Background: an optimization exercise with open tools, aiming at small area, a short achievable clock period and few clock cycles. Do not read the settings as production practice.
Only the layout flow was run in this run; the RTL was not checked for function there.
No activity file was given, so power comes from the tool's default toggle rates.

`design/flow/run.sh`:
```
#!/bin/bash
# synth_recipe.tcl (not shown) runs the flow's synth.tcl, then flattens the netlist and writes it again
# the make line also repeats each setting of config.mk as NAME=value (left out here)
make -C /OpenROAD-flow-scripts/flow DESIGN_CONFIG=/design/flow/config.mk WORK_HOME=/design/flow/orfs CLKGATE_MAP_FILE= SYNTH_SCRIPT=/design/flow/synth_recipe.tcl finish
```
`design/flow/config.mk`:
```
export PLATFORM = sky130hd
export DESIGN_NAME = HW3_FPMUL_SP
export DESIGN_NICKNAME = HW3_FPMUL_SP
export VERILOG_FILES = /design/flow/design.v
export SDC_FILE = /design/flow/constraint.sdc
export NUM_CORES = 4
export LEC_CHECK = 0
export CAP_MARGIN = 20
export CORE_MARGIN = 2
export CORE_UTILIZATION = 40
export CTS_BUF_LIST = sky130_fd_sc_hd__clkbuf_4 sky130_fd_sc_hd__clkbuf_8
export SETUP_SLACK_MARGIN = 5
export SLEW_MARGIN = 20
```
`design/flow/constraint.sdc`:
```
create_clock -name core_clock -period 9.0 [get_ports {Clk}]
set_input_delay 1.8000 -clock core_clock [delete_from_list [all_inputs] [get_ports {Clk}]]
set_output_delay 1.8000 -clock core_clock [all_outputs]
set_load 0.01 [all_outputs]
```
`design/flow/design.v`:
```
module HW3_FPMUL_SP(Clk, Rst, St, FPmplier, FPmcand, Done, Ovf, Unf, FPproduct);
  input Clk, Rst, St;
  input [31:0] FPmcand;
  input [31:0] FPmplier;
  output reg Done;
  output Ovf, Unf;
  output [31:0] FPproduct;
  reg busy;                 
  reg [22:0] M;             
  reg [25:1] M3;            
  reg [8:0] ES;             
  reg sgn;
  reg [24:0] PS, PC;        
  reg PCI;                  
  wire [23:0] mi = {1'b1, FPmcand[22:0]};
  wire [24:0] qi = {1'b1, FPmplier[22:0], 1'b0};    
  wire [25:0] m3i = {1'b0, mi, 1'b0} + {2'b00, mi};
  reg [7:0] s1, s2, s3, s4, ng;    
  wire [7:0] s1i, s2i, s3i, s4i, ngi;
  genvar g;
  generate for (g = 0; g < 8; g = g + 1) begin : enc
    wire [3:0] b = qi[3*g+3:3*g];
    wire [2:0] v = {1'b0, b[2], 1'b0} + b[1] + b[0];
    wire [2:0] a = b[3] ? 3'd4 - v : v;
    assign s1i[g] = (a == 3'd1);
    assign s2i[g] = (a == 3'd2);
    assign s3i[g] = (a == 3'd3);
    assign s4i[g] = (a == 3'd4);
    assign ngi[g] = b[3];
  end endgenerate
  always @(posedge Clk) begin
    M <= FPmcand[22:0];
    M3 <= m3i[25:1];
    s1 <= s1i; s2 <= s2i; s3 <= s3i; s4 <= s4i; ng <= ngi;
  end
  wire [25:0] m1 = {2'b01, M};
  wire [25:0] m2 = {1'b1, M, 1'b0};
  wire [25:0] m3 = {M3, M[0]};
  wire [25:0] m4 = {1'b1, M, 2'b00};
  wire [25:0] y0 = (({26{s1[0]}} & m1) | ({26{s2[0]}} & m2) | ({26{s3[0]}} & m3) | ({26{s4[0]}} & m4)) ^ {26{ng[0]}};
  wire [25:0] y1 = (({26{s1[1]}} & m1) | ({26{s2[1]}} & m2) | ({26{s3[1]}} & m3) | ({26{s4[1]}} & m4)) ^ {26{ng[1]}};
  wire [25:0] y2 = (({26{s1[2]}} & m1) | ({26{s2[2]}} & m2) | ({26{s3[2]}} & m3) | ({26{s4[2]}} & m4)) ^ {26{ng[2]}};
  wire [25:0] y3 = (({26{s1[3]}} & m1) | ({26{s2[3]}} & m2) | ({26{s3[3]}} & m3) | ({26{s4[3]}} & m4)) ^ {26{ng[3]}};
  wire [25:0] y4 = (({26{s1[4]}} & m1) | ({26{s2[4]}} & m2) | ({26{s3[4]}} & m3) | ({26{s4[4]}} & m4)) ^ {26{ng[4]}};
  wire [25:0] y5 = (({26{s1[5]}} & m1) | ({26{s2[5]}} & m2) | ({26{s3[5]}} & m3) | ({26{s4[5]}} & m4)) ^ {26{ng[5]}};
  wire [25:0] y6 = (({26{s1[6]}} & m1) | ({26{s2[6]}} & m2) | ({26{s3[6]}} & m3) | ({26{s4[6]}} & m4)) ^ {26{ng[6]}};
  wire [25:0] y7 = (({26{s1[7]}} & m1) | ({26{s2[7]}} & m2) | ({26{s3[7]}} & m3) | ({26{s4[7]}} & m4)) ^ {26{ng[7]}};
  wire ng0 = ng[0];
  wire ng1 = ng[1];
  wire ng2 = ng[2];
  wire ng3 = ng[3];
  wire ng4 = ng[4];
  wire ng5 = ng[5];
  wire ng6 = ng[6];
  wire ng7 = ng[7];
  wire fs0 = 1'b1 ^ ~ng0 ^ M[2];
  wire fc0 = (1'b1 & ~ng0) | (1'b1 & M[2]) | (~ng0 & M[2]);
  wire fs1 = 1'b1 ^ M[3];
  wire fc1 = 1'b1 & M[3];
  wire fs2 = 1'b1 ^ M[4];
  wire fc2 = 1'b1 & M[4];
  wire fs3 = ng5 ^ y0[15];
  wire fc3 = ng5 & y0[15];
  wire fs4 = y0[16] ^ y1[13];
  wire fc4 = y0[16] & y1[13];
  wire fs5 = y0[17] ^ y1[14];
  wire fc5 = y0[17] & y1[14];
  wire fs6 = ng6 ^ y0[18] ^ y1[15];
  wire fc6 = (ng6 & y0[18]) | (ng6 & y1[15]) | (y0[18] & y1[15]);
  wire fs7 = y2[12] ^ y3[9];
  wire fc7 = y2[12] & y3[9];
  wire fs8 = y0[19] ^ y1[16] ^ y2[13];
  wire fc8 = (y0[19] & y1[16]) | (y0[19] & y2[13]) | (y1[16] & y2[13]);
  wire fs9 = y3[10] ^ y4[7];
  wire fc9 = y3[10] & y4[7];
  wire fs10 = y0[20] ^ y1[17] ^ y2[14];
  wire fc10 = (y0[20] & y1[17]) | (y0[20] & y2[14]) | (y1[17] & y2[14]);
  wire fs11 = y3[11] ^ y4[8];
  wire fc11 = y3[11] & y4[8];
  wire fs12 = ng7 ^ y0[21] ^ y1[18];
  wire fc12 = (ng7 & y0[21]) | (ng7 & y1[18]) | (y0[21] & y1[18]);
  wire fs13 = y2[15] ^ y3[12] ^ y4[9];
  wire fc13 = (y2[15] & y3[12]) | (y2[15] & y4[9]) | (y3[12] & y4[9]);
  wire fs14 = y5[6] ^ y6[3];
  wire fc14 = y5[6] & y6[3];
  wire fs15 = y0[22] ^ y1[19] ^ y2[16];
  wire fc15 = (y0[22] & y1[19]) | (y0[22] & y2[16]) | (y1[19] & y2[16]);
  wire fs16 = y3[13] ^ y4[10] ^ y5[7];
  wire fc16 = (y3[13] & y4[10]) | (y3[13] & y5[7]) | (y4[10] & y5[7]);
  wire fs17 = y6[4] ^ y7[1];
  wire fc17 = y6[4] & y7[1];
  wire fs18 = y0[23] ^ y1[20] ^ y2[17];
  wire fc18 = (y0[23] & y1[20]) | (y0[23] & y2[17]) | (y1[20] & y2[17]);
  wire fs19 = y3[14] ^ y4[11] ^ y5[8];
  wire fc19 = (y3[14] & y4[11]) | (y3[14] & y5[8]) | (y4[11] & y5[8]);
  wire fs20 = y6[5] ^ y7[2];
  wire fc20 = y6[5] & y7[2];
  wire fs21 = M[0] ^ y0[24] ^ y1[21];
  wire fc21 = (M[0] & y0[24]) | (M[0] & y1[21]) | (y0[24] & y1[21]);
  wire fs22 = y2[18] ^ y3[15] ^ y4[12];
  wire fc22 = (y2[18] & y3[15]) | (y2[18] & y4[12]) | (y3[15] & y4[12]);
  wire fs23 = y5[9] ^ y6[6] ^ y7[3];
  wire fc23 = (y5[9] & y6[6]) | (y5[9] & y7[3]) | (y6[6] & y7[3]);
  wire fs24 = M[1] ^ y0[25] ^ y1[22];
  wire fc24 = (M[1] & y0[25]) | (M[1] & y1[22]) | (y0[25] & y1[22]);
  wire fs25 = y2[19] ^ y3[16] ^ y4[13];
  wire fc25 = (y2[19] & y3[16]) | (y2[19] & y4[13]) | (y3[16] & y4[13]);
  wire fs26 = y5[10] ^ y6[7] ^ y7[4];
  wire fc26 = (y5[10] & y6[7]) | (y5[10] & y7[4]) | (y6[7] & y7[4]);
  wire fs27 = fs0 ^ y1[23] ^ y2[20];
  wire fc27 = (fs0 & y1[23]) | (fs0 & y2[20]) | (y1[23] & y2[20]);
  wire fs28 = y3[17] ^ y4[14] ^ y5[11];
  wire fc28 = (y3[17] & y4[14]) | (y3[17] & y5[11]) | (y4[14] & y5[11]);
  wire fs29 = y6[8] ^ y7[5];
  wire fc29 = y6[8] & y7[5];
  wire fs30 = fc0 ^ y1[24] ^ y2[21];
  wire fc30 = (fc0 & y1[24]) | (fc0 & y2[21]) | (y1[24] & y2[21]);
  wire fs31 = y3[18] ^ y4[15] ^ y5[12];
  wire fc31 = (y3[18] & y4[15]) | (y3[18] & y5[12]) | (y4[15] & y5[12]);
  wire fs32 = y6[9] ^ y7[6] ^ fs1;
  wire fc32 = (y6[9] & y7[6]) | (y6[9] & fs1) | (y7[6] & fs1);
  wire fs33 = y1[25] ^ y2[22] ^ y3[19];
  wire fc33 = (y1[25] & y2[22]) | (y1[25] & y3[19]) | (y2[22] & y3[19]);
  wire fs34 = y4[16] ^ y5[13] ^ y6[10];
  wire fc34 = (y4[16] & y5[13]) | (y4[16] & y6[10]) | (y5[13] & y6[10]);
  wire fs35 = y7[7] ^ fc1 ^ fs2;
  wire fc35 = (y7[7] & fc1) | (y7[7] & fs2) | (fc1 & fs2);
  wire fs36 = ~ng1 ^ M[5] ^ y2[23];
  wire fc36 = (~ng1 & M[5]) | (~ng1 & y2[23]) | (M[5] & y2[23]);
  wire fs37 = y3[20] ^ y4[17] ^ y5[14];
  wire fc37 = (y3[20] & y4[17]) | (y3[20] & y5[14]) | (y4[17] & y5[14]);
  wire fs38 = y6[11] ^ y7[8] ^ fc2;
  wire fc38 = (y6[11] & y7[8]) | (y6[11] & fc2) | (y7[8] & fc2);
  wire fs39 = 1'b1 ^ M[6] ^ y2[24];
  wire fc39 = (1'b1 & M[6]) | (1'b1 & y2[24]) | (M[6] & y2[24]);
  wire fs40 = y3[21] ^ y4[18] ^ y5[15];
  wire fc40 = (y3[21] & y4[18]) | (y3[21] & y5[15]) | (y4[18] & y5[15]);
  wire fs41 = y6[12] ^ y7[9];
  wire fc41 = y6[12] & y7[9];
  wire fs42 = 1'b1 ^ M[7] ^ y2[25];
  wire fc42 = (1'b1 & M[7]) | (1'b1 & y2[25]) | (M[7] & y2[25]);
  wire fs43 = y3[22] ^ y4[19] ^ y5[16];
  wire fc43 = (y3[22] & y4[19]) | (y3[22] & y5[16]) | (y4[19] & y5[16]);
  wire fs44 = y6[13] ^ y7[10];
  wire fc44 = y6[13] & y7[10];
  wire fs45 = ~ng2 ^ M[8] ^ y3[23];
  wire fc45 = (~ng2 & M[8]) | (~ng2 & y3[23]) | (M[8] & y3[23]);
  wire fs46 = y4[20] ^ y5[17] ^ y6[14];
  wire fc46 = (y4[20] & y5[17]) | (y4[20] & y6[14]) | (y5[17] & y6[14]);
  wire fs47 = 1'b1 ^ M[9] ^ y3[24];
  wire fc47 = (1'b1 & M[9]) | (1'b1 & y3[24]) | (M[9] & y3[24]);
  wire fs48 = y4[21] ^ y5[18];
  wire fc48 = y4[21] & y5[18];
  wire fs49 = 1'b1 ^ M[10] ^ y3[25];
  wire fc49 = (1'b1 & M[10]) | (1'b1 & y3[25]) | (M[10] & y3[25]);
  wire fs50 = y4[22] ^ y5[19];
  wire fc50 = y4[22] & y5[19];
  wire fs51 = ~ng3 ^ M[11] ^ y4[23];
  wire fc51 = (~ng3 & M[11]) | (~ng3 & y4[23]) | (M[11] & y4[23]);
  wire fs52 = 1'b1 ^ M[12];
  wire fc52 = 1'b1 & M[12];
  wire fs53 = 1'b1 ^ M[13];
  wire fc53 = 1'b1 & M[13];
  wire fs54 = ng3 ^ y0[9];
  wire fc54 = ng3 & y0[9];
  wire fs55 = y0[10] ^ y1[7];
  wire fc55 = y0[10] & y1[7];
  wire fs56 = y0[11] ^ y1[8];
  wire fc56 = y0[11] & y1[8];
  wire fs57 = ng4 ^ y0[12] ^ y1[9];
  wire fc57 = (ng4 & y0[12]) | (ng4 & y1[9]) | (y0[12] & y1[9]);
  wire fs58 = y2[6] ^ y3[3];
  wire fc58 = y2[6] & y3[3];
  wire fs59 = y0[13] ^ y1[10] ^ y2[7];
  wire fc59 = (y0[13] & y1[10]) | (y0[13] & y2[7]) | (y1[10] & y2[7]);
  wire fs60 = y3[4] ^ y4[1];
  wire fc60 = y3[4] & y4[1];
  wire fs61 = y0[14] ^ y1[11] ^ y2[8];
  wire fc61 = (y0[14] & y1[11]) | (y0[14] & y2[8]) | (y1[11] & y2[8]);
  wire fs62 = y3[5] ^ y4[2];
  wire fc62 = y3[5] & y4[2];
  wire fs63 = y1[12] ^ y2[9] ^ y3[6];
  wire fc63 = (y1[12] & y2[9]) | (y1[12] & y3[6]) | (y2[9] & y3[6]);
  wire fs64 = y4[3] ^ y5[0] ^ fs3;
  wire fc64 = (y4[3] & y5[0]) | (y4[3] & fs3) | (y5[0] & fs3);
  wire fs65 = y2[10] ^ y3[7] ^ y4[4];
  wire fc65 = (y2[10] & y3[7]) | (y2[10] & y4[4]) | (y3[7] & y4[4]);
  wire fs66 = y5[1] ^ fc3 ^ fs4;
  wire fc66 = (y5[1] & fc3) | (y5[1] & fs4) | (fc3 & fs4);
  wire fs67 = y2[11] ^ y3[8] ^ y4[5];
  wire fc67 = (y2[11] & y3[8]) | (y2[11] & y4[5]) | (y3[8] & y4[5]);
  wire fs68 = y5[2] ^ fc4 ^ fs5;
  wire fc68 = (y5[2] & fc4) | (y5[2] & fs5) | (fc4 & fs5);
  wire fs69 = y4[6] ^ y5[3] ^ y6[0];
  wire fc69 = (y4[6] & y5[3]) | (y4[6] & y6[0]) | (y5[3] & y6[0]);
  wire fs70 = fc5 ^ fs6 ^ fs7;
  wire fc70 = (fc5 & fs6) | (fc5 & fs7) | (fs6 & fs7);
  wire fs71 = y5[4] ^ y6[1] ^ fc6;
  wire fc71 = (y5[4] & y6[1]) | (y5[4] & fc6) | (y6[1] & fc6);
  wire fs72 = fc7 ^ fs8 ^ fs9;
  wire fc72 = (fc7 & fs8) | (fc7 & fs9) | (fs8 & fs9);
  wire fs73 = y5[5] ^ y6[2] ^ fc8;
  wire fc73 = (y5[5] & y6[2]) | (y5[5] & fc8) | (y6[2] & fc8);
  wire fs74 = fc9 ^ fs10 ^ fs11;
  wire fc74 = (fc9 & fs10) | (fc9 & fs11) | (fs10 & fs11);
  wire fs75 = y7[0] ^ fc10 ^ fc11;
  wire fc75 = (y7[0] & fc10) | (y7[0] & fc11) | (fc10 & fc11);
  wire fs76 = fs12 ^ fs13 ^ fs14;
  wire fc76 = (fs12 & fs13) | (fs12 & fs14) | (fs13 & fs14);
  wire fs77 = fc12 ^ fc13 ^ fc14;
  wire fc77 = (fc12 & fc13) | (fc12 & fc14) | (fc13 & fc14);
  wire fs78 = fs15 ^ fs16 ^ fs17;
  wire fc78 = (fs15 & fs16) | (fs15 & fs17) | (fs16 & fs17);
  wire fs79 = fc15 ^ fc16 ^ fc17;
  wire fc79 = (fc15 & fc16) | (fc15 & fc17) | (fc16 & fc17);
  wire fs80 = fs18 ^ fs19 ^ fs20;
  wire fc80 = (fs18 & fs19) | (fs18 & fs20) | (fs19 & fs20);
  wire fs81 = fc18 ^ fc19 ^ fc20;
  wire fc81 = (fc18 & fc19) | (fc18 & fc20) | (fc19 & fc20);
  wire fs82 = fs21 ^ fs22 ^ fs23;
  wire fc82 = (fs21 & fs22) | (fs21 & fs23) | (fs22 & fs23);
  wire fs83 = fc21 ^ fc22 ^ fc23;
  wire fc83 = (fc21 & fc22) | (fc21 & fc23) | (fc22 & fc23);
  wire fs84 = fs24 ^ fs25 ^ fs26;
  wire fc84 = (fs24 & fs25) | (fs24 & fs26) | (fs25 & fs26);
  wire fs85 = fc24 ^ fc25 ^ fc26;
  wire fc85 = (fc24 & fc25) | (fc24 & fc26) | (fc25 & fc26);
  wire fs86 = fs27 ^ fs28 ^ fs29;
  wire fc86 = (fs27 & fs28) | (fs27 & fs29) | (fs28 & fs29);
  wire fs87 = fc27 ^ fc28 ^ fc29;
  wire fc87 = (fc27 & fc28) | (fc27 & fc29) | (fc28 & fc29);
  wire fs88 = fs30 ^ fs31 ^ fs32;
  wire fc88 = (fs30 & fs31) | (fs30 & fs32) | (fs31 & fs32);
  wire fs89 = fc30 ^ fc31 ^ fc32;
  wire fc89 = (fc30 & fc31) | (fc30 & fc32) | (fc31 & fc32);
  wire fs90 = fs33 ^ fs34 ^ fs35;
  wire fc90 = (fs33 & fs34) | (fs33 & fs35) | (fs34 & fs35);
  wire fs91 = fc33 ^ fc34 ^ fc35;
  wire fc91 = (fc33 & fc34) | (fc33 & fc35) | (fc34 & fc35);
  wire fs92 = fs36 ^ fs37 ^ fs38;
  wire fc92 = (fs36 & fs37) | (fs36 & fs38) | (fs37 & fs38);
  wire fs93 = fc36 ^ fc37 ^ fc38;
  wire fc93 = (fc36 & fc37) | (fc36 & fc38) | (fc37 & fc38);
  wire fs94 = fs39 ^ fs40 ^ fs41;
  wire fc94 = (fs39 & fs40) | (fs39 & fs41) | (fs40 & fs41);
  wire fs95 = fc39 ^ fc40 ^ fc41;
  wire fc95 = (fc39 & fc40) | (fc39 & fc41) | (fc40 & fc41);
  wire fs96 = fs42 ^ fs43 ^ fs44;
  wire fc96 = (fs42 & fs43) | (fs42 & fs44) | (fs43 & fs44);
  wire fs97 = y7[11] ^ fc42 ^ fc43;
  wire fc97 = (y7[11] & fc42) | (y7[11] & fc43) | (fc42 & fc43);
  wire fs98 = fc44 ^ fs45 ^ fs46;
  wire fc98 = (fc44 & fs45) | (fc44 & fs46) | (fs45 & fs46);
  wire fs99 = y6[15] ^ y7[12] ^ fc45;
  wire fc99 = (y6[15] & y7[12]) | (y6[15] & fc45) | (y7[12] & fc45);
  wire fs100 = fc46 ^ fs47 ^ fs48;
  wire fc100 = (fc46 & fs47) | (fc46 & fs48) | (fs47 & fs48);
  wire fs101 = y6[16] ^ y7[13] ^ fc47;
  wire fc101 = (y6[16] & y7[13]) | (y6[16] & fc47) | (y7[13] & fc47);
  wire fs102 = fc48 ^ fs49 ^ fs50;
  wire fc102 = (fc48 & fs49) | (fc48 & fs50) | (fs49 & fs50);
  wire fs103 = y5[20] ^ y6[17] ^ y7[14];
  wire fc103 = (y5[20] & y6[17]) | (y5[20] & y7[14]) | (y6[17] & y7[14]);
  wire fs104 = fc49 ^ fc50 ^ fs51;
  wire fc104 = (fc49 & fc50) | (fc49 & fs51) | (fc50 & fs51);
  wire fs105 = y4[24] ^ y5[21] ^ y6[18];
  wire fc105 = (y4[24] & y5[21]) | (y4[24] & y6[18]) | (y5[21] & y6[18]);
  wire fs106 = y7[15] ^ fs52 ^ fc51;
  wire fc106 = (y7[15] & fs52) | (y7[15] & fc51) | (fs52 & fc51);
  wire fs107 = y4[25] ^ y5[22] ^ y6[19];
  wire fc107 = (y4[25] & y5[22]) | (y4[25] & y6[19]) | (y5[22] & y6[19]);
  wire fs108 = y7[16] ^ fc52 ^ fs53;
  wire fc108 = (y7[16] & fc52) | (y7[16] & fs53) | (fc52 & fs53);
  wire fs109 = ~ng4 ^ M[14] ^ y5[23];
  wire fc109 = (~ng4 & M[14]) | (~ng4 & y5[23]) | (M[14] & y5[23]);
  wire fs110 = y6[20] ^ y7[17] ^ fc53;
  wire fc110 = (y6[20] & y7[17]) | (y6[20] & fc53) | (y7[17] & fc53);
  wire fs111 = 1'b1 ^ M[15] ^ y5[24];
  wire fc111 = (1'b1 & M[15]) | (1'b1 & y5[24]) | (M[15] & y5[24]);
  wire fs112 = y6[21] ^ y7[18];
  wire fc112 = y6[21] & y7[18];
  wire fs113 = 1'b1 ^ M[16] ^ y5[25];
  wire fc113 = (1'b1 & M[16]) | (1'b1 & y5[25]) | (M[16] & y5[25]);
  wire fs114 = y6[22] ^ y7[19];
  wire fc114 = y6[22] & y7[19];
  wire fs115 = ~ng5 ^ M[17] ^ y6[23];
  wire fc115 = (~ng5 & M[17]) | (~ng5 & y6[23]) | (M[17] & y6[23]);
  wire fs116 = 1'b1 ^ M[18];
  wire fc116 = 1'b1 & M[18];
  wire fs117 = 1'b1 ^ M[19];
  wire fc117 = 1'b1 & M[19];
  wire fs118 = ng2 ^ y0[6];
  wire fc118 = ng2 & y0[6];
  wire fs119 = y0[7] ^ y1[4];
  wire fc119 = y0[7] & y1[4];
  wire fs120 = y0[8] ^ y1[5];
  wire fc120 = y0[8] & y1[5];
  wire fs121 = y1[6] ^ y2[3] ^ y3[0];
  wire fc121 = (y1[6] & y2[3]) | (y1[6] & y3[0]) | (y2[3] & y3[0]);
  wire fs122 = y2[4] ^ y3[1] ^ fc54;
  wire fc122 = (y2[4] & y3[1]) | (y2[4] & fc54) | (y3[1] & fc54);
  wire fs123 = y2[5] ^ y3[2] ^ fc55;
  wire fc123 = (y2[5] & y3[2]) | (y2[5] & fc55) | (y3[2] & fc55);
  wire fs124 = y4[0] ^ fc56 ^ fs57;
  wire fc124 = (y4[0] & fc56) | (y4[0] & fs57) | (fc56 & fs57);
  wire fs125 = fc57 ^ fc58 ^ fs59;
  wire fc125 = (fc57 & fc58) | (fc57 & fs59) | (fc58 & fs59);
  wire fs126 = fc59 ^ fc60 ^ fs61;
  wire fc126 = (fc59 & fc60) | (fc59 & fs61) | (fc60 & fs61);
  wire fs127 = fc61 ^ fc62 ^ fs63;
  wire fc127 = (fc61 & fc62) | (fc61 & fs63) | (fc62 & fs63);
  wire fs128 = fc63 ^ fs65 ^ fc64;
  wire fc128 = (fc63 & fs65) | (fc63 & fc64) | (fs65 & fc64);
  wire fs129 = fc65 ^ fs67 ^ fc66;
  wire fc129 = (fc65 & fs67) | (fc65 & fc66) | (fs67 & fc66);
  wire fs130 = fc67 ^ fs69 ^ fc68;
  wire fc130 = (fc67 & fs69) | (fc67 & fc68) | (fs69 & fc68);
  wire fs131 = fc69 ^ fc70 ^ fs71;
  wire fc131 = (fc69 & fc70) | (fc69 & fs71) | (fc70 & fs71);
  wire fs132 = fc71 ^ fc72 ^ fs73;
  wire fc132 = (fc71 & fc72) | (fc71 & fs73) | (fc72 & fs73);
  wire fs133 = fc73 ^ fc74 ^ fs75;
  wire fc133 = (fc73 & fc74) | (fc73 & fs75) | (fc74 & fs75);
  wire fs134 = fc75 ^ fc76 ^ fs77;
  wire fc134 = (fc75 & fc76) | (fc75 & fs77) | (fc76 & fs77);
  wire fs135 = fc77 ^ fc78 ^ fs79;
  wire fc135 = (fc77 & fc78) | (fc77 & fs79) | (fc78 & fs79);
  wire fs136 = fc79 ^ fc80 ^ fs81;
  wire fc136 = (fc79 & fc80) | (fc79 & fs81) | (fc80 & fs81);
  wire fs137 = fc81 ^ fc82 ^ fs83;
  wire fc137 = (fc81 & fc82) | (fc81 & fs83) | (fc82 & fs83);
  wire fs138 = fc83 ^ fc84 ^ fs85;
  wire fc138 = (fc83 & fc84) | (fc83 & fs85) | (fc84 & fs85);
  wire fs139 = fc85 ^ fc86 ^ fs87;
  wire fc139 = (fc85 & fc86) | (fc85 & fs87) | (fc86 & fs87);
  wire fs140 = fc87 ^ fc88 ^ fs89;
  wire fc140 = (fc87 & fc88) | (fc87 & fs89) | (fc88 & fs89);
  wire fs141 = fc89 ^ fc90 ^ fs91;
  wire fc141 = (fc89 & fc90) | (fc89 & fs91) | (fc90 & fs91);
  wire fs142 = fc91 ^ fc92 ^ fs93;
  wire fc142 = (fc91 & fc92) | (fc91 & fs93) | (fc92 & fs93);
  wire fs143 = fc93 ^ fc94 ^ fs95;
  wire fc143 = (fc93 & fc94) | (fc93 & fs95) | (fc94 & fs95);
  wire fs144 = fc95 ^ fc96 ^ fs97;
  wire fc144 = (fc95 & fc96) | (fc95 & fs97) | (fc96 & fs97);
  wire fs145 = fc97 ^ fc98 ^ fs99;
  wire fc145 = (fc97 & fc98) | (fc97 & fs99) | (fc98 & fs99);
  wire fs146 = fc99 ^ fc100 ^ fs101;
  wire fc146 = (fc99 & fc100) | (fc99 & fs101) | (fc100 & fs101);
  wire fs147 = fs103 ^ fc101 ^ fc102;
  wire fc147 = (fs103 & fc101) | (fs103 & fc102) | (fc101 & fc102);
  wire fs148 = fc103 ^ fs105 ^ fc104;
  wire fc148 = (fc103 & fs105) | (fc103 & fc104) | (fs105 & fc104);
  wire fs149 = fc105 ^ fs107 ^ fs108;
  wire fc149 = (fc105 & fs107) | (fc105 & fs108) | (fs107 & fs108);
  wire fs150 = fc107 ^ fc108 ^ fs109;
  wire fc150 = (fc107 & fc108) | (fc107 & fs109) | (fc108 & fs109);
  wire fs151 = fc109 ^ fc110 ^ fs111;
  wire fc151 = (fc109 & fc110) | (fc109 & fs111) | (fc110 & fs111);
  wire fs152 = fc111 ^ fc112 ^ fs113;
  wire fc152 = (fc111 & fc112) | (fc111 & fs113) | (fc112 & fs113);
  wire fs153 = y7[20] ^ fc113 ^ fc114;
  wire fc153 = (y7[20] & fc113) | (y7[20] & fc114) | (fc113 & fc114);
  wire fs154 = y6[24] ^ y7[21] ^ fs116;
  wire fc154 = (y6[24] & y7[21]) | (y6[24] & fs116) | (y7[21] & fs116);
  wire fs155 = y6[25] ^ y7[22] ^ fc116;
  wire fc155 = (y6[25] & y7[22]) | (y6[25] & fc116) | (y7[22] & fc116);
  wire fs156 = ~ng6 ^ M[20] ^ y7[23];
  wire fc156 = (~ng6 & M[20]) | (~ng6 & y7[23]) | (M[20] & y7[23]);
  wire fs157 = 1'b1 ^ M[21];
  wire fc157 = 1'b1 & M[21];
  wire fs158 = 1'b1 ^ M[22];
  wire fc158 = 1'b1 & M[22];
  wire fs159 = ng1 ^ y0[3];
  wire fc159 = ng1 & y0[3];
  wire fs160 = y0[4] ^ y1[1];
  wire fc160 = y0[4] & y1[1];
  wire fs161 = y0[5] ^ y1[2];
  wire fc161 = y0[5] & y1[2];
  wire fs162 = y1[3] ^ y2[0] ^ fs118;
  wire fc162 = (y1[3] & y2[0]) | (y1[3] & fs118) | (y2[0] & fs118);
  wire fs163 = y2[1] ^ fc118 ^ fs119;
  wire fc163 = (y2[1] & fc118) | (y2[1] & fs119) | (fc118 & fs119);
  wire fs164 = y2[2] ^ fc119 ^ fs120;
  wire fc164 = (y2[2] & fc119) | (y2[2] & fs120) | (fc119 & fs120);
  wire fs165 = fs54 ^ fc120 ^ fs121;
  wire fc165 = (fs54 & fc120) | (fs54 & fs121) | (fc120 & fs121);
  wire fs166 = fs55 ^ fc121 ^ fs122;
  wire fc166 = (fs55 & fc121) | (fs55 & fs122) | (fc121 & fs122);
  wire fs167 = fs56 ^ fc122 ^ fs123;
  wire fc167 = (fs56 & fc122) | (fs56 & fs123) | (fc122 & fs123);
  wire fs168 = fs58 ^ fc123 ^ fs124;
  wire fc168 = (fs58 & fc123) | (fs58 & fs124) | (fc123 & fs124);
  wire fs169 = fs60 ^ fc124 ^ fs125;
  wire fc169 = (fs60 & fc124) | (fs60 & fs125) | (fc124 & fs125);
  wire fs170 = fs62 ^ fc125 ^ fs126;
  wire fc170 = (fs62 & fc125) | (fs62 & fs126) | (fc125 & fs126);
  wire fs171 = fs64 ^ fc126 ^ fs127;
  wire fc171 = (fs64 & fc126) | (fs64 & fs127) | (fc126 & fs127);
  wire fs172 = fs66 ^ fc127 ^ fs128;
  wire fc172 = (fs66 & fc127) | (fs66 & fs128) | (fc127 & fs128);
  wire fs173 = fs68 ^ fc128 ^ fs129;
  wire fc173 = (fs68 & fc128) | (fs68 & fs129) | (fc128 & fs129);
  wire fs174 = fs70 ^ fc129 ^ fs130;
  wire fc174 = (fs70 & fc129) | (fs70 & fs130) | (fc129 & fs130);
  wire fs175 = fs72 ^ fc130 ^ fs131;
  wire fc175 = (fs72 & fc130) | (fs72 & fs131) | (fc130 & fs131);
  wire fs176 = fs74 ^ fc131 ^ fs132;
  wire fc176 = (fs74 & fc131) | (fs74 & fs132) | (fc131 & fs132);
  wire fs177 = fs76 ^ fc132 ^ fs133;
  wire fc177 = (fs76 & fc132) | (fs76 & fs133) | (fc132 & fs133);
  wire fs178 = fs78 ^ fc133 ^ fs134;
  wire fc178 = (fs78 & fc133) | (fs78 & fs134) | (fc133 & fs134);
  wire fs179 = fs80 ^ fc134 ^ fs135;
  wire fc179 = (fs80 & fc134) | (fs80 & fs135) | (fc134 & fs135);
  wire fs180 = fs82 ^ fc135 ^ fs136;
  wire fc180 = (fs82 & fc135) | (fs82 & fs136) | (fc135 & fs136);
  wire fs181 = fs84 ^ fc136 ^ fs137;
  wire fc181 = (fs84 & fc136) | (fs84 & fs137) | (fc136 & fs137);
  wire fs182 = fs86 ^ fc137 ^ fs138;
  wire fc182 = (fs86 & fc137) | (fs86 & fs138) | (fc137 & fs138);
  wire fs183 = fs88 ^ fc138 ^ fs139;
  wire fc183 = (fs88 & fc138) | (fs88 & fs139) | (fc138 & fs139);
  wire fs184 = fs90 ^ fc139 ^ fs140;
  wire fc184 = (fs90 & fc139) | (fs90 & fs140) | (fc139 & fs140);
  wire fs185 = fs92 ^ fc140 ^ fs141;
  wire fc185 = (fs92 & fc140) | (fs92 & fs141) | (fc140 & fs141);
  wire fs186 = fs94 ^ fc141 ^ fs142;
  wire fc186 = (fs94 & fc141) | (fs94 & fs142) | (fc141 & fs142);
  wire fs187 = fs96 ^ fc142 ^ fs143;
  wire fc187 = (fs96 & fc142) | (fs96 & fs143) | (fc142 & fs143);
  wire fs188 = fs98 ^ fc143 ^ fs144;
  wire fc188 = (fs98 & fc143) | (fs98 & fs144) | (fc143 & fs144);
  wire fs189 = fs100 ^ fc144 ^ fs145;
  wire fc189 = (fs100 & fc144) | (fs100 & fs145) | (fc144 & fs145);
  wire fs190 = fs102 ^ fc145 ^ fs146;
  wire fc190 = (fs102 & fc145) | (fs102 & fs146) | (fc145 & fs146);
  wire fs191 = fs104 ^ fc146 ^ fs147;
  wire fc191 = (fs104 & fc146) | (fs104 & fs147) | (fc146 & fs147);
  wire fs192 = fs106 ^ fc147 ^ fs148;
  wire fc192 = (fs106 & fc147) | (fs106 & fs148) | (fc147 & fs148);
  wire fs193 = fc106 ^ fs149 ^ fc148;
  wire fc193 = (fc106 & fs149) | (fc106 & fc148) | (fs149 & fc148);
  wire fs194 = fs110 ^ fc149 ^ fs150;
  wire fc194 = (fs110 & fc149) | (fs110 & fs150) | (fc149 & fs150);
  wire fs195 = fs112 ^ fc150 ^ fs151;
  wire fc195 = (fs112 & fc150) | (fs112 & fs151) | (fc150 & fs151);
  wire fs196 = fs114 ^ fc151 ^ fs152;
  wire fc196 = (fs114 & fc151) | (fs114 & fs152) | (fc151 & fs152);
  wire fs197 = fs115 ^ fc152 ^ fs153;
  wire fc197 = (fs115 & fc152) | (fs115 & fs153) | (fc152 & fs153);
  wire fs198 = fc115 ^ fs154 ^ fc153;
  wire fc198 = (fc115 & fs154) | (fc115 & fc153) | (fs154 & fc153);
  wire fs199 = fs117 ^ fc154 ^ fs155;
  wire fc199 = (fs117 & fc154) | (fs117 & fs155) | (fc154 & fs155);
  wire fs200 = fc117 ^ fc155 ^ fs156;
  wire fc200 = (fc117 & fc155) | (fc117 & fs156) | (fc155 & fs156);
  wire fs201 = y7[24] ^ fs157 ^ fc156;
  wire fc201 = (y7[24] & fs157) | (y7[24] & fc156) | (fs157 & fc156);
  wire fs202 = y7[25] ^ fc157 ^ fs158;
  wire fc202 = (y7[25] & fc157) | (y7[25] & fs158) | (fc157 & fs158);
  wire fs203 = 1'b1 ^ ~ng7 ^ fc158;
  wire fc203 = (1'b1 & ~ng7) | (1'b1 & fc158) | (~ng7 & fc158);
  wire [47:0] TS = {fc202, fc201, fc200, fc199, fc198, fc197, fc196, fc195, fc194, fc193, fc192, fc191, fc190, fc189, fc188, fc187, fc186, fc185, fc184, fc183, fc182, fc181, fc180, fc179, fc178, fc177, fc176, fc175, fc174, fc173, fc172, fc171, fc170, fc169, fc168, fc167, fc166, fc165, fc164, fc163, fc162, fc161, fc160, fc159, y1[0], y0[2], y0[1], ng0};
  wire [47:0] TC = {fs203, fs202, fs201, fs200, fs199, fs198, fs197, fs196, fs195, fs194, fs193, fs192, fs191, fs190, fs189, fs188, fs187, fs186, fs185, fs184, fs183, fs182, fs181, fs180, fs179, fs178, fs177, fs176, fs175, fs174, fs173, fs172, fs171, fs170, fs169, fs168, fs167, fs166, fs165, fs164, fs163, fs162, fs161, fs160, fs159, 1'b0, 1'b0, y0[0]};
  wire [22:0] lo_a = {TS[22], TS[21], TS[20], TS[19], TS[18], TS[17], TS[16], TS[15], TS[14], TS[13], TS[12], TS[11], TS[10], TS[9], TS[8], TS[7], TS[6], TS[5], TS[4], TS[3], TS[2], TS[1], TS[0]};
  wire [22:0] lo_b = {TC[22], TC[21], TC[20], TC[19], TC[18], TC[17], TC[16], TC[15], TC[14], TC[13], TC[12], TC[11], TC[10], TC[9], TC[8], TC[7], TC[6], TC[5], TC[4], TC[3], TC[2], TC[1], TC[0]};
  wire [22:0] lo_g = lo_a & lo_b, lo_p = lo_a ^ lo_b;
  wire lo_g1_1 = lo_g[1] | (lo_p[1] & lo_g[0]);
  wire lo_p1_1 = lo_p[1] & lo_p[0];
  wire lo_g1_3 = lo_g[3] | (lo_p[3] & lo_g[2]);
  wire lo_p1_3 = lo_p[3] & lo_p[2];
  wire lo_g1_5 = lo_g[5] | (lo_p[5] & lo_g[4]);
  wire lo_p1_5 = lo_p[5] & lo_p[4];
  wire lo_g1_7 = lo_g[7] | (lo_p[7] & lo_g[6]);
  wire lo_p1_7 = lo_p[7] & lo_p[6];
  wire lo_g1_9 = lo_g[9] | (lo_p[9] & lo_g[8]);
  wire lo_p1_9 = lo_p[9] & lo_p[8];
  wire lo_g1_11 = lo_g[11] | (lo_p[11] & lo_g[10]);
  wire lo_p1_11 = lo_p[11] & lo_p[10];
  wire lo_g1_13 = lo_g[13] | (lo_p[13] & lo_g[12]);
  wire lo_p1_13 = lo_p[13] & lo_p[12];
  wire lo_g1_15 = lo_g[15] | (lo_p[15] & lo_g[14]);
  wire lo_p1_15 = lo_p[15] & lo_p[14];
  wire lo_g1_17 = lo_g[17] | (lo_p[17] & lo_g[16]);
  wire lo_p1_17 = lo_p[17] & lo_p[16];
  wire lo_g1_19 = lo_g[19] | (lo_p[19] & lo_g[18]);
  wire lo_p1_19 = lo_p[19] & lo_p[18];
  wire lo_g1_21 = lo_g[21] | (lo_p[21] & lo_g[20]);
  wire lo_p1_21 = lo_p[21] & lo_p[20];
  wire lo_g2_2 = lo_g[2] | (lo_p[2] & lo_g1_1);
  wire lo_p2_2 = lo_p[2] & lo_p1_1;
  wire lo_g2_3 = lo_g1_3 | (lo_p1_3 & lo_g1_1);
  wire lo_p2_3 = lo_p1_3 & lo_p1_1;
  wire lo_g2_6 = lo_g[6] | (lo_p[6] & lo_g1_5);
  wire lo_p2_6 = lo_p[6] & lo_p1_5;
  wire lo_g2_7 = lo_g1_7 | (lo_p1_7 & lo_g1_5);
  wire lo_p2_7 = lo_p1_7 & lo_p1_5;
  wire lo_g2_10 = lo_g[10] | (lo_p[10] & lo_g1_9);
  wire lo_p2_10 = lo_p[10] & lo_p1_9;
  wire lo_g2_11 = lo_g1_11 | (lo_p1_11 & lo_g1_9);
  wire lo_p2_11 = lo_p1_11 & lo_p1_9;
  wire lo_g2_14 = lo_g[14] | (lo_p[14] & lo_g1_13);
  wire lo_p2_14 = lo_p[14] & lo_p1_13;
  wire lo_g2_15 = lo_g1_15 | (lo_p1_15 & lo_g1_13);
  wire lo_p2_15 = lo_p1_15 & lo_p1_13;
  wire lo_g2_18 = lo_g[18] | (lo_p[18] & lo_g1_17);
  wire lo_p2_18 = lo_p[18] & lo_p1_17;
  wire lo_g2_19 = lo_g1_19 | (lo_p1_19 & lo_g1_17);
  wire lo_p2_19 = lo_p1_19 & lo_p1_17;
  wire lo_g2_22 = lo_g[22] | (lo_p[22] & lo_g1_21);
  wire lo_p2_22 = lo_p[22] & lo_p1_21;
  wire lo_g3_4 = lo_g[4] | (lo_p[4] & lo_g2_3);
  wire lo_p3_4 = lo_p[4] & lo_p2_3;
  wire lo_g3_5 = lo_g1_5 | (lo_p1_5 & lo_g2_3);
  wire lo_p3_5 = lo_p1_5 & lo_p2_3;
  wire lo_g3_6 = lo_g2_6 | (lo_p2_6 & lo_g2_3);
  wire lo_p3_6 = lo_p2_6 & lo_p2_3;
  wire lo_g3_7 = lo_g2_7 | (lo_p2_7 & lo_g2_3);
  wire lo_p3_7 = lo_p2_7 & lo_p2_3;
  wire lo_g3_12 = lo_g[12] | (lo_p[12] & lo_g2_11);
  wire lo_p3_12 = lo_p[12] & lo_p2_11;
  wire lo_g3_13 = lo_g1_13 | (lo_p1_13 & lo_g2_11);
  wire lo_p3_13 = lo_p1_13 & lo_p2_11;
  wire lo_g3_14 = lo_g2_14 | (lo_p2_14 & lo_g2_11);
  wire lo_p3_14 = lo_p2_14 & lo_p2_11;
  wire lo_g3_15 = lo_g2_15 | (lo_p2_15 & lo_g2_11);
  wire lo_p3_15 = lo_p2_15 & lo_p2_11;
  wire lo_g3_20 = lo_g[20] | (lo_p[20] & lo_g2_19);
  wire lo_p3_20 = lo_p[20] & lo_p2_19;
  wire lo_g3_21 = lo_g1_21 | (lo_p1_21 & lo_g2_19);
  wire lo_p3_21 = lo_p1_21 & lo_p2_19;
  wire lo_g3_22 = lo_g2_22 | (lo_p2_22 & lo_g2_19);
  wire lo_p3_22 = lo_p2_22 & lo_p2_19;
  wire lo_g4_8 = lo_g[8] | (lo_p[8] & lo_g3_7);
  wire lo_p4_8 = lo_p[8] & lo_p3_7;
  wire lo_g4_9 = lo_g1_9 | (lo_p1_9 & lo_g3_7);
  wire lo_p4_9 = lo_p1_9 & lo_p3_7;
  wire lo_g4_10 = lo_g2_10 | (lo_p2_10 & lo_g3_7);
  wire lo_p4_10 = lo_p2_10 & lo_p3_7;
  wire lo_g4_11 = lo_g2_11 | (lo_p2_11 & lo_g3_7);
  wire lo_p4_11 = lo_p2_11 & lo_p3_7;
  wire lo_g4_12 = lo_g3_12 | (lo_p3_12 & lo_g3_7);
  wire lo_p4_12 = lo_p3_12 & lo_p3_7;
  wire lo_g4_13 = lo_g3_13 | (lo_p3_13 & lo_g3_7);
  wire lo_p4_13 = lo_p3_13 & lo_p3_7;
  wire lo_g4_14 = lo_g3_14 | (lo_p3_14 & lo_g3_7);
  wire lo_p4_14 = lo_p3_14 & lo_p3_7;
  wire lo_g4_15 = lo_g3_15 | (lo_p3_15 & lo_g3_7);
  wire lo_p4_15 = lo_p3_15 & lo_p3_7;
  wire lo_g5_16 = lo_g[16] | (lo_p[16] & lo_g4_15);
  wire lo_p5_16 = lo_p[16] & lo_p4_15;
  wire lo_g5_17 = lo_g1_17 | (lo_p1_17 & lo_g4_15);
  wire lo_p5_17 = lo_p1_17 & lo_p4_15;
  wire lo_g5_18 = lo_g2_18 | (lo_p2_18 & lo_g4_15);
  wire lo_p5_18 = lo_p2_18 & lo_p4_15;
  wire lo_g5_19 = lo_g2_19 | (lo_p2_19 & lo_g4_15);
  wire lo_p5_19 = lo_p2_19 & lo_p4_15;
  wire lo_g5_20 = lo_g3_20 | (lo_p3_20 & lo_g4_15);
  wire lo_p5_20 = lo_p3_20 & lo_p4_15;
  wire lo_g5_21 = lo_g3_21 | (lo_p3_21 & lo_g4_15);
  wire lo_p5_21 = lo_p3_21 & lo_p4_15;
  wire lo_g5_22 = lo_g3_22 | (lo_p3_22 & lo_g4_15);
  wire lo_p5_22 = lo_p3_22 & lo_p4_15;
  wire c23 = lo_g5_22;
  always @(posedge Clk) begin
    if (Rst) begin
      Done <= 1'b1;
      busy <= 1'b0;
    end else begin
      Done <= !(Done && St);
      busy <= Done && St;
    end
    if (Done && St) begin
      ES <= FPmcand[30:23] + FPmplier[30:23];
      sgn <= FPmcand[31] ^ FPmplier[31];
    end
    if (busy) begin
      PS <= TS[47:23];
      PC <= TC[47:23];
      PCI <= c23;
    end
  end
  wire [24:0] hi_a = {PS[24], PS[23], PS[22], PS[21], PS[20], PS[19], PS[18], PS[17], PS[16], PS[15], PS[14], PS[13], PS[12], PS[11], PS[10], PS[9], PS[8], PS[7], PS[6], PS[5], PS[4], PS[3], PS[2], PS[1], PS[0]};
  wire [24:0] hi_b = {PC[24], PC[23], PC[22], PC[21], PC[20], PC[19], PC[18], PC[17], PC[16], PC[15], PC[14], PC[13], PC[12], PC[11], PC[10], PC[9], PC[8], PC[7], PC[6], PC[5], PC[4], PC[3], PC[2], PC[1], PC[0]};
  wire [24:0] hi_g = hi_a & hi_b, hi_p = hi_a ^ hi_b;
  wire hi_g0c = hi_g[0] | (hi_p[0] & PCI);
  wire hi_g1_1 = hi_g[1] | (hi_p[1] & hi_g0c);
  wire hi_p1_1 = hi_p[1] & hi_p[0];
  wire hi_g1_3 = hi_g[3] | (hi_p[3] & hi_g[2]);
  wire hi_p1_3 = hi_p[3] & hi_p[2];
  wire hi_g1_5 = hi_g[5] | (hi_p[5] & hi_g[4]);
  wire hi_p1_5 = hi_p[5] & hi_p[4];
  wire hi_g1_7 = hi_g[7] | (hi_p[7] & hi_g[6]);
  wire hi_p1_7 = hi_p[7] & hi_p[6];
  wire hi_g1_9 = hi_g[9] | (hi_p[9] & hi_g[8]);
  wire hi_p1_9 = hi_p[9] & hi_p[8];
  wire hi_g1_11 = hi_g[11] | (hi_p[11] & hi_g[10]);
  wire hi_p1_11 = hi_p[11] & hi_p[10];
  wire hi_g1_13 = hi_g[13] | (hi_p[13] & hi_g[12]);
  wire hi_p1_13 = hi_p[13] & hi_p[12];
  wire hi_g1_15 = hi_g[15] | (hi_p[15] & hi_g[14]);
  wire hi_p1_15 = hi_p[15] & hi_p[14];
  wire hi_g1_17 = hi_g[17] | (hi_p[17] & hi_g[16]);
  wire hi_p1_17 = hi_p[17] & hi_p[16];
  wire hi_g1_19 = hi_g[19] | (hi_p[19] & hi_g[18]);
  wire hi_p1_19 = hi_p[19] & hi_p[18];
  wire hi_g1_21 = hi_g[21] | (hi_p[21] & hi_g[20]);
  wire hi_p1_21 = hi_p[21] & hi_p[20];
  wire hi_g1_23 = hi_g[23] | (hi_p[23] & hi_g[22]);
  wire hi_p1_23 = hi_p[23] & hi_p[22];
  wire hi_g2_2 = hi_g[2] | (hi_p[2] & hi_g1_1);
  wire hi_p2_2 = hi_p[2] & hi_p1_1;
  wire hi_g2_3 = hi_g1_3 | (hi_p1_3 & hi_g1_1);
  wire hi_p2_3 = hi_p1_3 & hi_p1_1;
  wire hi_g2_6 = hi_g[6] | (hi_p[6] & hi_g1_5);
  wire hi_p2_6 = hi_p[6] & hi_p1_5;
  wire hi_g2_7 = hi_g1_7 | (hi_p1_7 & hi_g1_5);
  wire hi_p2_7 = hi_p1_7 & hi_p1_5;
  wire hi_g2_10 = hi_g[10] | (hi_p[10] & hi_g1_9);
  wire hi_p2_10 = hi_p[10] & hi_p1_9;
  wire hi_g2_11 = hi_g1_11 | (hi_p1_11 & hi_g1_9);
  wire hi_p2_11 = hi_p1_11 & hi_p1_9;
  wire hi_g2_14 = hi_g[14] | (hi_p[14] & hi_g1_13);
  wire hi_p2_14 = hi_p[14] & hi_p1_13;
  wire hi_g2_15 = hi_g1_15 | (hi_p1_15 & hi_g1_13);
  wire hi_p2_15 = hi_p1_15 & hi_p1_13;
  wire hi_g2_18 = hi_g[18] | (hi_p[18] & hi_g1_17);
  wire hi_p2_18 = hi_p[18] & hi_p1_17;
  wire hi_g2_19 = hi_g1_19 | (hi_p1_19 & hi_g1_17);
  wire hi_p2_19 = hi_p1_19 & hi_p1_17;
  wire hi_g2_22 = hi_g[22] | (hi_p[22] & hi_g1_21);
  wire hi_p2_22 = hi_p[22] & hi_p1_21;
  wire hi_g2_23 = hi_g1_23 | (hi_p1_23 & hi_g1_21);
  wire hi_p2_23 = hi_p1_23 & hi_p1_21;
  wire hi_g3_4 = hi_g[4] | (hi_p[4] & hi_g2_3);
  wire hi_p3_4 = hi_p[4] & hi_p2_3;
  wire hi_g3_5 = hi_g1_5 | (hi_p1_5 & hi_g2_3);
  wire hi_p3_5 = hi_p1_5 & hi_p2_3;
  wire hi_g3_6 = hi_g2_6 | (hi_p2_6 & hi_g2_3);
  wire hi_p3_6 = hi_p2_6 & hi_p2_3;
  wire hi_g3_7 = hi_g2_7 | (hi_p2_7 & hi_g2_3);
  wire hi_p3_7 = hi_p2_7 & hi_p2_3;
  wire hi_g3_12 = hi_g[12] | (hi_p[12] & hi_g2_11);
  wire hi_p3_12 = hi_p[12] & hi_p2_11;
  wire hi_g3_13 = hi_g1_13 | (hi_p1_13 & hi_g2_11);
  wire hi_p3_13 = hi_p1_13 & hi_p2_11;
  wire hi_g3_14 = hi_g2_14 | (hi_p2_14 & hi_g2_11);
  wire hi_p3_14 = hi_p2_14 & hi_p2_11;
  wire hi_g3_15 = hi_g2_15 | (hi_p2_15 & hi_g2_11);
  wire hi_p3_15 = hi_p2_15 & hi_p2_11;
  wire hi_g3_20 = hi_g[20] | (hi_p[20] & hi_g2_19);
  wire hi_p3_20 = hi_p[20] & hi_p2_19;
  wire hi_g3_21 = hi_g1_21 | (hi_p1_21 & hi_g2_19);
  wire hi_p3_21 = hi_p1_21 & hi_p2_19;
  wire hi_g3_22 = hi_g2_22 | (hi_p2_22 & hi_g2_19);
  wire hi_p3_22 = hi_p2_22 & hi_p2_19;
  wire hi_g3_23 = hi_g2_23 | (hi_p2_23 & hi_g2_19);
  wire hi_p3_23 = hi_p2_23 & hi_p2_19;
  wire hi_g4_8 = hi_g[8] | (hi_p[8] & hi_g3_7);
  wire hi_p4_8 = hi_p[8] & hi_p3_7;
  wire hi_g4_9 = hi_g1_9 | (hi_p1_9 & hi_g3_7);
  wire hi_p4_9 = hi_p1_9 & hi_p3_7;
  wire hi_g4_10 = hi_g2_10 | (hi_p2_10 & hi_g3_7);
  wire hi_p4_10 = hi_p2_10 & hi_p3_7;
  wire hi_g4_11 = hi_g2_11 | (hi_p2_11 & hi_g3_7);
  wire hi_p4_11 = hi_p2_11 & hi_p3_7;
  wire hi_g4_12 = hi_g3_12 | (hi_p3_12 & hi_g3_7);
  wire hi_p4_12 = hi_p3_12 & hi_p3_7;
  wire hi_g4_13 = hi_g3_13 | (hi_p3_13 & hi_g3_7);
  wire hi_p4_13 = hi_p3_13 & hi_p3_7;
  wire hi_g4_14 = hi_g3_14 | (hi_p3_14 & hi_g3_7);
  wire hi_p4_14 = hi_p3_14 & hi_p3_7;
  wire hi_g4_15 = hi_g3_15 | (hi_p3_15 & hi_g3_7);
  wire hi_p4_15 = hi_p3_15 & hi_p3_7;
  wire hi_g4_24 = hi_g[24] | (hi_p[24] & hi_g3_23);
  wire hi_p4_24 = hi_p[24] & hi_p3_23;
  wire hi_g5_16 = hi_g[16] | (hi_p[16] & hi_g4_15);
  wire hi_p5_16 = hi_p[16] & hi_p4_15;
  wire hi_g5_17 = hi_g1_17 | (hi_p1_17 & hi_g4_15);
  wire hi_p5_17 = hi_p1_17 & hi_p4_15;
  wire hi_g5_18 = hi_g2_18 | (hi_p2_18 & hi_g4_15);
  wire hi_p5_18 = hi_p2_18 & hi_p4_15;
  wire hi_g5_19 = hi_g2_19 | (hi_p2_19 & hi_g4_15);
  wire hi_p5_19 = hi_p2_19 & hi_p4_15;
  wire hi_g5_20 = hi_g3_20 | (hi_p3_20 & hi_g4_15);
  wire hi_p5_20 = hi_p3_20 & hi_p4_15;
  wire hi_g5_21 = hi_g3_21 | (hi_p3_21 & hi_g4_15);
  wire hi_p5_21 = hi_p3_21 & hi_p4_15;
  wire hi_g5_22 = hi_g3_22 | (hi_p3_22 & hi_g4_15);
  wire hi_p5_22 = hi_p3_22 & hi_p4_15;
  wire hi_g5_23 = hi_g3_23 | (hi_p3_23 & hi_g4_15);
  wire hi_p5_23 = hi_p3_23 & hi_p4_15;
  wire hi_g5_24 = hi_g4_24 | (hi_p4_24 & hi_g4_15);
  wire hi_p5_24 = hi_p4_24 & hi_p4_15;
  wire [24:0] P = {(hi_p[24] ^ hi_g5_23), (hi_p[23] ^ hi_g5_22), (hi_p[22] ^ hi_g5_21), (hi_p[21] ^ hi_g5_20), (hi_p[20] ^ hi_g5_19), (hi_p[19] ^ hi_g5_18), (hi_p[18] ^ hi_g5_17), (hi_p[17] ^ hi_g5_16), (hi_p[16] ^ hi_g4_15), (hi_p[15] ^ hi_g4_14), (hi_p[14] ^ hi_g4_13), (hi_p[13] ^ hi_g4_12), (hi_p[12] ^ hi_g4_11), (hi_p[11] ^ hi_g4_10), (hi_p[10] ^ hi_g4_9), (hi_p[9] ^ hi_g4_8), (hi_p[8] ^ hi_g3_7), (hi_p[7] ^ hi_g3_6), (hi_p[6] ^ hi_g3_5), (hi_p[5] ^ hi_g3_4), (hi_p[4] ^ hi_g2_3), (hi_p[3] ^ hi_g2_2), (hi_p[2] ^ hi_g1_1), (hi_p[1] ^ hi_g0c), (hi_p[0] ^ PCI)};
  wire p47 = P[24];
  assign FPproduct[22:0] = p47 ? P[23:1] : P[22:0];
  assign FPproduct[30:23] = ES[7:0] + 8'd129 + p47;
  assign FPproduct[31] = sgn;
  assign Ovf = p47 ? (ES >= 9'd381) : (ES >= 9'd382);
  assign Unf = p47 ? (ES <= 9'd126) : (ES <= 9'd127);
endmodule
```
==> results.txt <==
[Yosys cell counts (all sizes together) (4+ instances only)]
library cell / instances
clkbuf: 162
a22o: 165
and2: 8
xor2: 21
o21bai: 7
o31ai: 4
o21ai: 33
o31a: 4
or3: 8
nor3: 12
fa: 167
nand3: 4
a221oi: 177
edfxtp: 61
and3: 9
mux2: 8
inv: 269
nand2: 40
buf: 20
a22oi: 14
a32oi: 12
nor2: 69
dfxtp: 89
ha: 134
nand4: 4
a21o: 24
xnor2: 206
o21a: 9
nor2b: 9
a222oi: 7
nor4: 5
mux2i: 7
a211oi: 8
a21oi: 59
nor3b: 8
[worst min-delay path: stages, from the launching register on]
cell,delay (ps)
dfxtp_1,310
buf_4,230
inv_1,80
[what timing repair did]
item,in CTS,in global routing
gates resized for setup,198,71
endpoints found under the setup margin,38,38
setup buffers,20,17
pin swaps,25,27
cloned,3,2
[where the power goes]
part	total (mW)	switching, mW	internal [mW]
combinational	5.56	2.98	2.58
clock	0.578	0.314	0.264
sequential	1.21	0.178	1.04
total	7.35	3.48	3.88
[logic make-up after synthesis]
| family | synth area share [%] |
|---|---|
| AO/OA/AOI/OAI | 24.9 |
| XOR/XNOR | 11.1 |
| adder cells (fa/ha/maj) | 28.1 |
| buffers and inverters | 9.63 |
| flip-flops | 20.2 |
| multiplexers | 0.896 |
| AND/OR/NAND/NOR | 5.20 |
[registers in the layout, summed over array words and instances, names as in the netlist]
register / count
PC: 25
PCI: 1
M3: 25
s1: 8
busy: 1
sgn: 1
ng: 7
s3: 8
Done: 1
ES: 9
s2: 8
s4: 8
PS: 25
M: 23
[final cells by class]
type / count / area (sq um)
fillers: 4140 / 23300
repair buffers: 200 / 1920
flip-flops and latches: 150 / 3650
clock inverters: 15 / 203
clock buffers: 17 / 234
multi-input cells: 1283 / 13200
well taps: 592 / 741
inverters: 269 / 1020
[path summary, 6_finish.rpt]
| path | startpoint | slack, ps | end |
|---|---|---|---|
| hold / removal | M[22] | 740 | PC[24] |
| setup / recovery | PS[0] | 3280 | FPproduct[13] |
| hold reg to reg | M[22] | 740 | PC[24] |
| setup reg to reg | M[18] | 4320 | PCI |
[stage by stage]
| stage | hold WS, ps | power [mW] |
|---|---|---|
| detailed placement | 704 | 6.09 |
| global placement | 705 | 6.01 |
| global route | 792 | 8.09 |
| finish | 740 | 7.35 |
| floorplan | 681 | 4.49 |
| CTS | 740 | 7.05 |
[routing by layer]
layer / vias up / GRT usage [%] / wire length [um]
met5: - / 0 / 14
met4: 2 / 11.0 / 2430
met3: 169 / 6.82 / 5660
met2: 834 / 37.8 / 25200
met1: 7351 / 30.4 / 22700
li1: 6789 / - / -
[cell usage in the layout (no fill, tap or decap), drive strengths merged, types with 5 or more instances in the layout]
master and count:
a21oi 59, inv 278, buf 122, fa 167, and3 9, edfxtp 61, nand2 40, o21ai 33
nor2 69, nor4 5, dlymetal6s2s 5, nor2b 9, mux2i 7, a222oi 7, a221oi 177, a32oi 12
ha 134, a21o 24, clkbuf 19, o21a 9, and2 8, a22o 165, dfxtp 89, clkdlybuf4s15 5
xor2 21, clkdlybuf4s50 61, dlygate4sd2 5, o21bai 7, or3 8, a211oi 8, nor3b 8, mux2 8
a22oi 14, xnor2 206, nor3 12
==> results_dict.tcl <==
set metrics [dict create \
    grt_setup_unrepaired "true" \
    drc_errors 0 \
    grt_max_degree 52 \
    io_pins 102 \
    ir_drop_v 0.000354 \
    place_area_sq_mm 0.0196 \
    cp_max_fo 5 \
    rows 77 \
    grt_pass1_wl_um 86400 \
    yosysSeqAreaShare_pct 20.2 \
    drv_slew 0 \
    reg2regPathDepth 13 \
    path_buf_inv 9 \
    synth-seq-cells 150 \
    finalWirelength_um 56000 \
    tightest_slew_ps 1050 \
    max_freq_mhz 175 \
    synth_edf_count 61 \
    final_core_util_pct 47.4 \
    numCtsBuffers 17 \
    dr.pass1.iters 6 \
    syn_to_final_growth_pct 17.1 \
    antenna_found_initial 1 \
    cts_buffer_depth 2 \
    powerDensity_mw_per_mm2 351 \
    grt_pass1_vias 15100 \
    drive_gt1_share_pct 15.8 \
    arrival_ps 3920 \
    hp-class "flip-flop to flip-flop" \
    synth_warnings 1 \
    hpwl_um 37500 \
    routedWlPerCell_um 22.2 \
    crit_chain "inv_2, fa_2, inv_2, fa_2, a211oi_2, o21ai_2, o31ai_4, a21boi_2, buf_4, o21a_4, o211ai_4, buf_4, buf_6, buf_6, buf_6, buf_16, nor2_2, a211oi_2, buf_2" \
    setup_ws_ps 3280 \
    cts-root-buf "clkbuf_8" \
    synth_nets 2252 \
    setup_tns_ps 0 \
    dp_cells 2452 \
    slowest_stage "edfxtp_1" \
    io_buffers 101 \
    die_h_um 215 \
    avgSynthCellArea_sq_um 9.49 \
    ys_top_cells_by_area "fa_1 19%, edfxtp_1 10%, xnor2_1 10%" \
    critPathMaxStageDelay_ps 380 \
    globalplace.congestion 0.922 \
    cp_num_cells 19 \
    synth_top_area_cell "fa_1" \
    drv_cap 0 \
    slew-limit-headroom_pct 28.1 \
    vias_per_cell 6.00 \
    fp.dieArea_sq_mm 0.0464 \
    drt_iter0_drc 1616 \
    fin_cells 2526 \
    cts_htree_levels 4 \
    cts.sinks 150 \
    cp.required_ps 7200 \
    core-area_sq_mm 0.0442 \
    hold_depth 2 \
    nNetsFinal 2289 \
    vias 15100 \
    synth-main-ff-cell "dfxtp_1" \
    final-setup-viol-count 0 \
    hold_viol_final 0 \
    final_area_sq_mm 0.0209 \
    die_w_um 215 \
    syn-instance-count 1884 \
    grt_overflow_total 0 \
    yosysTopAreaCellShare_pct 18.7 \
    synth-async-reset-ratio_pct 0 \
    cts_hold_repair.buffers 0 \
    path_class "flip-flop to output pin" \
    clock_latency_ps 530 \
    path_clk_slew_ps 100 \
    cts_tree "yes" \
    grt_usage_pct 23.9 \
    yosys.cell_types.count 72 \
    status "complete, no violations" \
    skew_ps 31.5 \
    worst_path_most_repeated_cell "buf_6" \
    ant_nets 0 \
    place_worst_setup_slack_ps 2510 \
    syn_area_sq_mm 0.0179 \
    period_share_pct 63.5 \
    setup.worst_path.end_class "output pin" \
    critPathLaunchType "flip-flop" \
    antenna_cells 0 \
    power_leakage_nw 8.73 \
    path_delay_family "compound AO/OA/AOI/OAI gates" \
    finalWorstPathRequiredPeriod_ps 5720 \
    start_util_pct 40.4 \
]

## afterwards: timing with drivers on the ports
Ports are ideal in the flow. The routed layout listed here was re-timed in OpenROAD. Step 1 sets driving cells, clkbuf_16 on the clock port and buf_2 on the other inputs (assumed; they add their load-dependent delay and slew). Step 2, shift: input delay + t, output delay - t, t = (earliest + latest rising clock arrival at the registers) / 2. This alone moves slack from input paths to output paths. Three values: ideal, step 1, step 2; two values: the first two.
t (ns): 0.562
setup slack, ns: 3.283 / 3.231 / 3.793
clock arrival spread, ns: 0.032 / 0.031
slew at the worst register clock pin (ns): 0.12 / 0.12
After both steps setup and hold are still met in this run. The setup slack of this run moves by -0.052 ns with the drivers and by +0.510 ns with both steps.
